Background: an optimization exercise with open tools, aiming at small area. Do not read the settings as production practice.
In this exercise RTL edits were held to simulation tests only and were not proved equivalent to the original.

## v36
==> module clk_div, before the edit <==
module clk_div(
    input  CLK,
    input  RST,
    input  [3:0] BAUD,
    output TICK
    );
    reg [18:0] cnt;
    wire baud_dflt = (BAUD == 4'd5) | (BAUD >= 4'd10);
    assign TICK =
      ((BAUD == 4'd0) & cnt[2] & cnt[4] & cnt[9] & cnt[10] & cnt[12] & cnt[16] & cnt[18]) |
      ((BAUD == 4'd1) & cnt[1] & cnt[3] & cnt[8] & cnt[9] & cnt[11] & cnt[15] & cnt[17]) |
      ((BAUD == 4'd2) & cnt[2] & cnt[7] & cnt[8] & cnt[10] & cnt[14] & cnt[16]) |
      ((BAUD == 4'd3) & cnt[1] & cnt[6] & cnt[7] & cnt[9] & cnt[13] & cnt[15]) |
      ((BAUD == 4'd4) & cnt[5] & cnt[6] & cnt[8] & cnt[12] & cnt[14]) |
      (baud_dflt & cnt[4] & cnt[5] & cnt[7] & cnt[11] & cnt[13]) |
      ((BAUD == 4'd6) & cnt[0] & cnt[1] & cnt[2] & cnt[4] & cnt[6] & cnt[10] & cnt[12]) |
      ((BAUD == 4'd7) & cnt[0] & cnt[1] & cnt[3] & cnt[5] & cnt[9] & cnt[11]) |
      ((BAUD == 4'd8) & cnt[0] & cnt[1] & cnt[2] & cnt[6] & cnt[7] & cnt[9] & cnt[10]) |
      ((BAUD == 4'd9) & cnt[0] & cnt[1] & cnt[5] & cnt[6] & cnt[8] & cnt[9]);
    always @(posedge CLK) begin
      if (RST | TICK)
        cnt <= 19'd0;
      else
        cnt <= cnt + 19'd1;
    end
endmodule
==> module uart_tx, before the edit <==
module uart_tx(
  input        CLK,
  input        RST,
  input        TICK,
  input        EN,
  input        WRITE,
  input  [7:0] WRDATA,
  output       ISFULL,
  output       TX
);
  reg [63:0] slots;
  reg [3:0]  cnt;
  reg [8:0]  sr;
  reg        tx_reg;
  wire       idle  = (sr == 9'd0);
  wire       pop   = TICK & idle & EN & (cnt != 4'd0);
  wire       push  = WRITE & (~cnt[3] | pop);
  reg  [7:0] hdata;
  integer    j;
  always @(*) begin
    hdata = 8'd0;
    for (j = 0; j < 8; j = j + 1)
      hdata = hdata | ({8{cnt[2:0] == ((j + 1) & 7)}} & slots[j*8 +: 8]);
  end
  always @(posedge CLK) begin
    if (push)
      slots <= {slots[55:0], WRDATA};
  end
  always @(posedge CLK) begin
    if (RST)
      cnt <= 4'd0;
    else if (push & ~pop)
      cnt <= cnt + 4'd1;
    else if (pop & ~push)
      cnt <= cnt - 4'd1;
  end
  always @(posedge CLK) begin
    if (RST) begin
      sr     <= 9'd0;
      tx_reg <= 1'b1;
    end
    else if (TICK) begin
      tx_reg <= pop ? 1'b0 : (idle | sr[0]);
      sr     <= pop ? {1'b1, hdata} : {1'b0, sr[8:1]};
    end
  end
  assign ISFULL = cnt[3];
  assign TX     = tx_reg;
endmodule
==> module uart_rx, before the edit <==
module uart_rx(
  input        CLK,
  input        RST,
  input        TICK,
  input        EN,
  input        RX,
  input        READ,
  output [7:0] RDDATA,
  output       DATARDY
);
  reg [63:0] slots;
  reg [3:0]  k;
  reg [3:0]  st;      
  wire       recv   = (st != 4'd0);
  wire       start  = TICK & ~recv & EN & ~RX & ~k[3];
  wire       sample = TICK & recv & (st != 4'd9);
  wire       rdy    = (k != 4'd0) & ~((k == 4'd1) & recv);
  wire       pop    = READ & rdy;
  reg  [7:0] head;
  integer    j;
  always @(*) begin
    head = 8'd0;
    for (j = 0; j < 8; j = j + 1)
      head = head | ({8{k[2:0] == ((j + 1) & 7)}} & slots[j*8 +: 8]);
  end
  always @(posedge CLK) begin
    if (start)
      slots[63:8] <= slots[55:0];
    if (start | sample)
      slots[7:0] <= {RX, slots[7:1]};
  end
  always @(posedge CLK) begin
    if (RST)
      k <= 4'd0;
    else if (start & ~pop)
      k <= k + 4'd1;
    else if (pop & ~start)
      k <= k - 4'd1;
  end
  always @(posedge CLK) begin
    if (RST)
      st <= 4'd0;
    else if (TICK) begin
      if (st == 4'd9)
        st <= 4'd0;
      else if (recv | start)
        st <= st + 4'd1;
    end
  end
  assign RDDATA  = head;
  assign DATARDY = rdy;
endmodule
export LEC_CHECK = 0
export CAP_MARGIN = 20
export CORE_MARGIN = 2
export CORE_UTILIZATION = 40
export SLEW_MARGIN = 20
create_clock -name core_clock -period 10.0 [get_ports {CLK}]
standard.sh (not shown) runs the stock make flow with config.mk's settings and CLKGATE_MAP_FILE= SYNTH_SCRIPT=/design/flow/synth_recipe.tcl, a recipe that flattens the netlist after the stock synthesis.
==> flow/flow/run.sh <==
#!/bin/bash
# Layout flow: the standard ORFS flow, with three changes that only save cell
# area: an area-oriented ABC mapping script in synthesis (registers are left as
# the standard synthesis makes them), the smallest buffer on the ports, and a
# clock tree of clkbuf_8 without dummy balancing loads.
set -euo pipefail
W=$(pwd)
F=$W/flow

rm -rf "$W/scripts_area"
cp -r "$FLOW_HOME/scripts" "$W/scripts_area"
cp "$F/abc_area.script" "$W/scripts_area/abc_speed.script"

bash standard.sh synth SCRIPTS_DIR="$W/scripts_area" > "$W/synth.log" 2>&1
bash standard.sh place \
  BUFFER_PORTS_ARGS="-buffer_cell sky130_fd_sc_hd__buf_1" > "$W/place.log" 2>&1
bash standard.sh cts \
  CTS_ARGS="-sink_clustering_enable -repair_clock_nets -dont_use_dummy_load -buf_list sky130_fd_sc_hd__clkbuf_8" \
  > "$W/cts.log" 2>&1
bash standard.sh finish > "$W/finish.log" 2>&1
==> flow/flow/abc_area.script <==
&get -n
&st
&dch
&nf -a
&st
&dch
&nf -a
&put
The inputs of v30 differ from those of v36 as listed below.
-- flow/design.v --
<<< v36, line 6
    output TICK
    );
    reg [18:0] cnt;
    wire baud_dflt = (BAUD == 4'd5) | (BAUD >= 4'd10);
    assign TICK =
      ((BAUD == 4'd0) & cnt[2] & cnt[4] & cnt[9] & cnt[10] & cnt[12] & cnt[16] & cnt[18]) |
      ((BAUD == 4'd1) & cnt[1] & cnt[3] & cnt[8] & cnt[9] & cnt[11] & cnt[15] & cnt[17]) |
      ((BAUD == 4'd2) & cnt[2] & cnt[7] & cnt[8] & cnt[10] & cnt[14] & cnt[16]) |
      ((BAUD == 4'd3) & cnt[1] & cnt[6] & cnt[7] & cnt[9] & cnt[13] & cnt[15]) |
      ((BAUD == 4'd4) & cnt[5] & cnt[6] & cnt[8] & cnt[12] & cnt[14]) |
      (baud_dflt & cnt[4] & cnt[5] & cnt[7] & cnt[11] & cnt[13]) |
      ((BAUD == 4'd6) & cnt[0] & cnt[1] & cnt[2] & cnt[4] & cnt[6] & cnt[10] & cnt[12]) |
      ((BAUD == 4'd7) & cnt[0] & cnt[1] & cnt[3] & cnt[5] & cnt[9] & cnt[11]) |
      ((BAUD == 4'd8) & cnt[0] & cnt[1] & cnt[2] & cnt[6] & cnt[7] & cnt[9] & cnt[10]) |
      ((BAUD == 4'd9) & cnt[0] & cnt[1] & cnt[5] & cnt[6] & cnt[8] & cnt[9]);
    always @(posedge CLK) begin
      if (RST | TICK)
        cnt <= 19'd0;
      else
        cnt <= cnt + 19'd1;
    end
endmodule
`timescale 1ns / 1ps
>>> v30, line 6
    output TICK
    );
    reg [18:0] s;
    reg        tick_r;
    wire baud_dflt = (BAUD == 4'd5) | (BAUD >= 4'd10);
    wire pre =
      ((BAUD == 4'd0) & ~s[0] & ~s[1] & ~s[3] & ~s[4] & s[5] & ~s[6] & s[7] & ~s[8] & s[9] & s[10] & s[11] & s[12] & s[14] & s[15] & ~s[17] & ~s[18]) |
      ((BAUD == 4'd1) & s[1] & s[2] & s[3] & ~s[4] & s[5] & s[6] & ~s[8] & s[9] & s[10] & ~s[12] & ~s[14] & ~s[15] & ~s[16] & s[17] & ~s[18]) |
      ((BAUD == 4'd2) & s[0] & s[1] & ~s[2] & s[4] & ~s[5] & s[6] & ~s[7] & ~s[8] & ~s[9] & s[10] & ~s[11] & ~s[13] & ~s[15] & s[16]) |
      ((BAUD == 4'd3) & s[1] & ~s[2] & s[3] & ~s[4] & ~s[5] & s[7] & s[8] & ~s[9] & ~s[10] & s[12] & s[13] & s[16] & s[18]) |
      ((BAUD == 4'd4) & ~s[2] & ~s[3] & s[4] & s[5] & s[6] & s[7] & ~s[8] & ~s[9] & s[11] & s[12] & s[16] & s[17]) |
      (baud_dflt & ~s[1] & s[2] & s[5] & ~s[8] & ~s[9] & s[11] & ~s[12] & ~s[15] & s[16] & s[17] & s[18]) |
      ((BAUD == 4'd6) & s[0] & s[1] & ~s[2] & ~s[7] & s[8] & s[12] & ~s[14] & s[16] & s[17] & s[18]) |
      ((BAUD == 4'd7) & s[0] & s[2] & ~s[4] & ~s[7] & ~s[9] & s[10] & s[13] & s[14] & s[18]) |
      ((BAUD == 4'd8) & ~s[3] & s[9] & s[10] & ~s[11] & ~s[14] & ~s[15] & ~s[16] & s[17]) |
      ((BAUD == 4'd9) & ~s[2] & ~s[5] & ~s[9] & ~s[11] & ~s[12] & s[17] & ~s[18]);
    always @(posedge CLK) begin
      tick_r <= ~RST & ~tick_r & pre;
      if (RST | tick_r)
        s <= 19'd0;
      else
        s <= {s[17:0], ~(s[18] ^ s[17] ^ s[16] ^ s[13])};
    end
    assign TICK = tick_r;
endmodule
`timescale 1ns / 1ps
<<< v36, line 50
  wire       pop   = TICK & idle & EN & (cnt != 4'd0);
  wire       push  = WRITE & (~cnt[3] | pop);
  reg  [7:0] hdata;
  integer    j;
>>> v30, line 53
  wire       pop   = TICK & idle & EN & (cnt != 4'd0);
  wire       push  = WRITE & (~cnt[3] | pop);
  wire       inc = push & ~pop;
  wire       dec = pop & ~push;
  wire [3:0] tgl = {(inc & (&cnt[2:0])) | (dec & ~(|cnt[2:0])),
                    (inc & (&cnt[1:0])) | (dec & ~(|cnt[1:0])),
                    (inc & cnt[0]) | (dec & ~cnt[0]),
                    inc | dec};
  reg  [7:0] hdata;
  integer    j;
<<< v36, line 64
    if (RST)
      cnt <= 4'd0;
    else if (push & ~pop)
      cnt <= cnt + 4'd1;
    else if (pop & ~push)
      cnt <= cnt - 4'd1;
  end
  always @(posedge CLK) begin
>>> v30, line 73
    if (RST)
      cnt <= 4'd0;
    else
      cnt <= cnt ^ tgl;
  end
  always @(posedge CLK) begin
<<< v36, line 101
  wire       rdy    = (k != 4'd0) & ~((k == 4'd1) & recv);
  wire       pop    = READ & rdy;
  reg  [7:0] head;
  integer    j;
>>> v30, line 108
  wire       rdy    = (k != 4'd0) & ~((k == 4'd1) & recv);
  wire       pop    = READ & rdy;
  wire       inc = start & ~pop;
  wire       dec = pop & ~start;
  wire [3:0] tgl = {(inc & (&k[2:0])) | (dec & ~(|k[2:0])),
                    (inc & (&k[1:0])) | (dec & ~(|k[1:0])),
                    (inc & k[0]) | (dec & ~k[0]),
                    inc | dec};
  reg  [7:0] head;
  integer    j;
<<< v36, line 117
    if (RST)
      k <= 4'd0;
    else if (start & ~pop)
      k <= k + 4'd1;
    else if (pop & ~start)
      k <= k - 4'd1;
  end
  always @(posedge CLK) begin
>>> v30, line 130
    if (RST)
      k <= 4'd0;
    else
      k <= k ^ tgl;
  end
  always @(posedge CLK) begin
sky130_fd_sc_hd__dfxtp_1 as the cell with the largest stage delay on the worst path was reported by v30, and sky130_fd_sc_hd__buf_4 by v36. Looking at origin of the worst setup path, the BAUD[1] result is from v36; the rx.k[0] one comes from v30. Max half-perimeter wire length after detailed placement across v36 and v30: v36. Diff v36 and v30: total length of routed met2 wires higher in v30. On v30: routing usage on met3 is 1.0 points lower than what v36 gave. v30 completed every stage of the flow, and the final layout passed the timing, design-rule and antenna checks. Delta (v30 minus v36): sequential fraction of total cell area increased by 1.9 points relative to the old numbers, portion of the clock cycle consumed by the worst path in the final layout now smaller.

==> re-timing with driven ports <==
The results above use ideal ports. As a check the final layouts listed here were re-extracted and re-timed, cells and wires unchanged. Step 1: set_driving_cell puts a clkbuf_16 on CLK and a buf_2 on each other input, an assumption about the parent block. Step 2 moves the port delays by t, midway between the first and last clock arrival at a register: inputs arrive t later, outputs are due t later. That takes back most of the time a late clock gives input paths. a / b / c = ideal / step 1 / step 2; a / b = the first two.
run | t (ns) | slack for setup (ns) | latest minus earliest clock arrival (ns)
v36 | 0.475 | 4.516 / 4.529 / 4.054 | 0.036 / 0.036
v30 | 0.463 | 5.676 / 5.638 / 5.696 | 0.031 / 0.030
After both steps every run listed still meets setup and hold. For v36, which loses most, drivers alone change the setup slack by +0.013 ns; drivers and shift together by -0.462 ns.
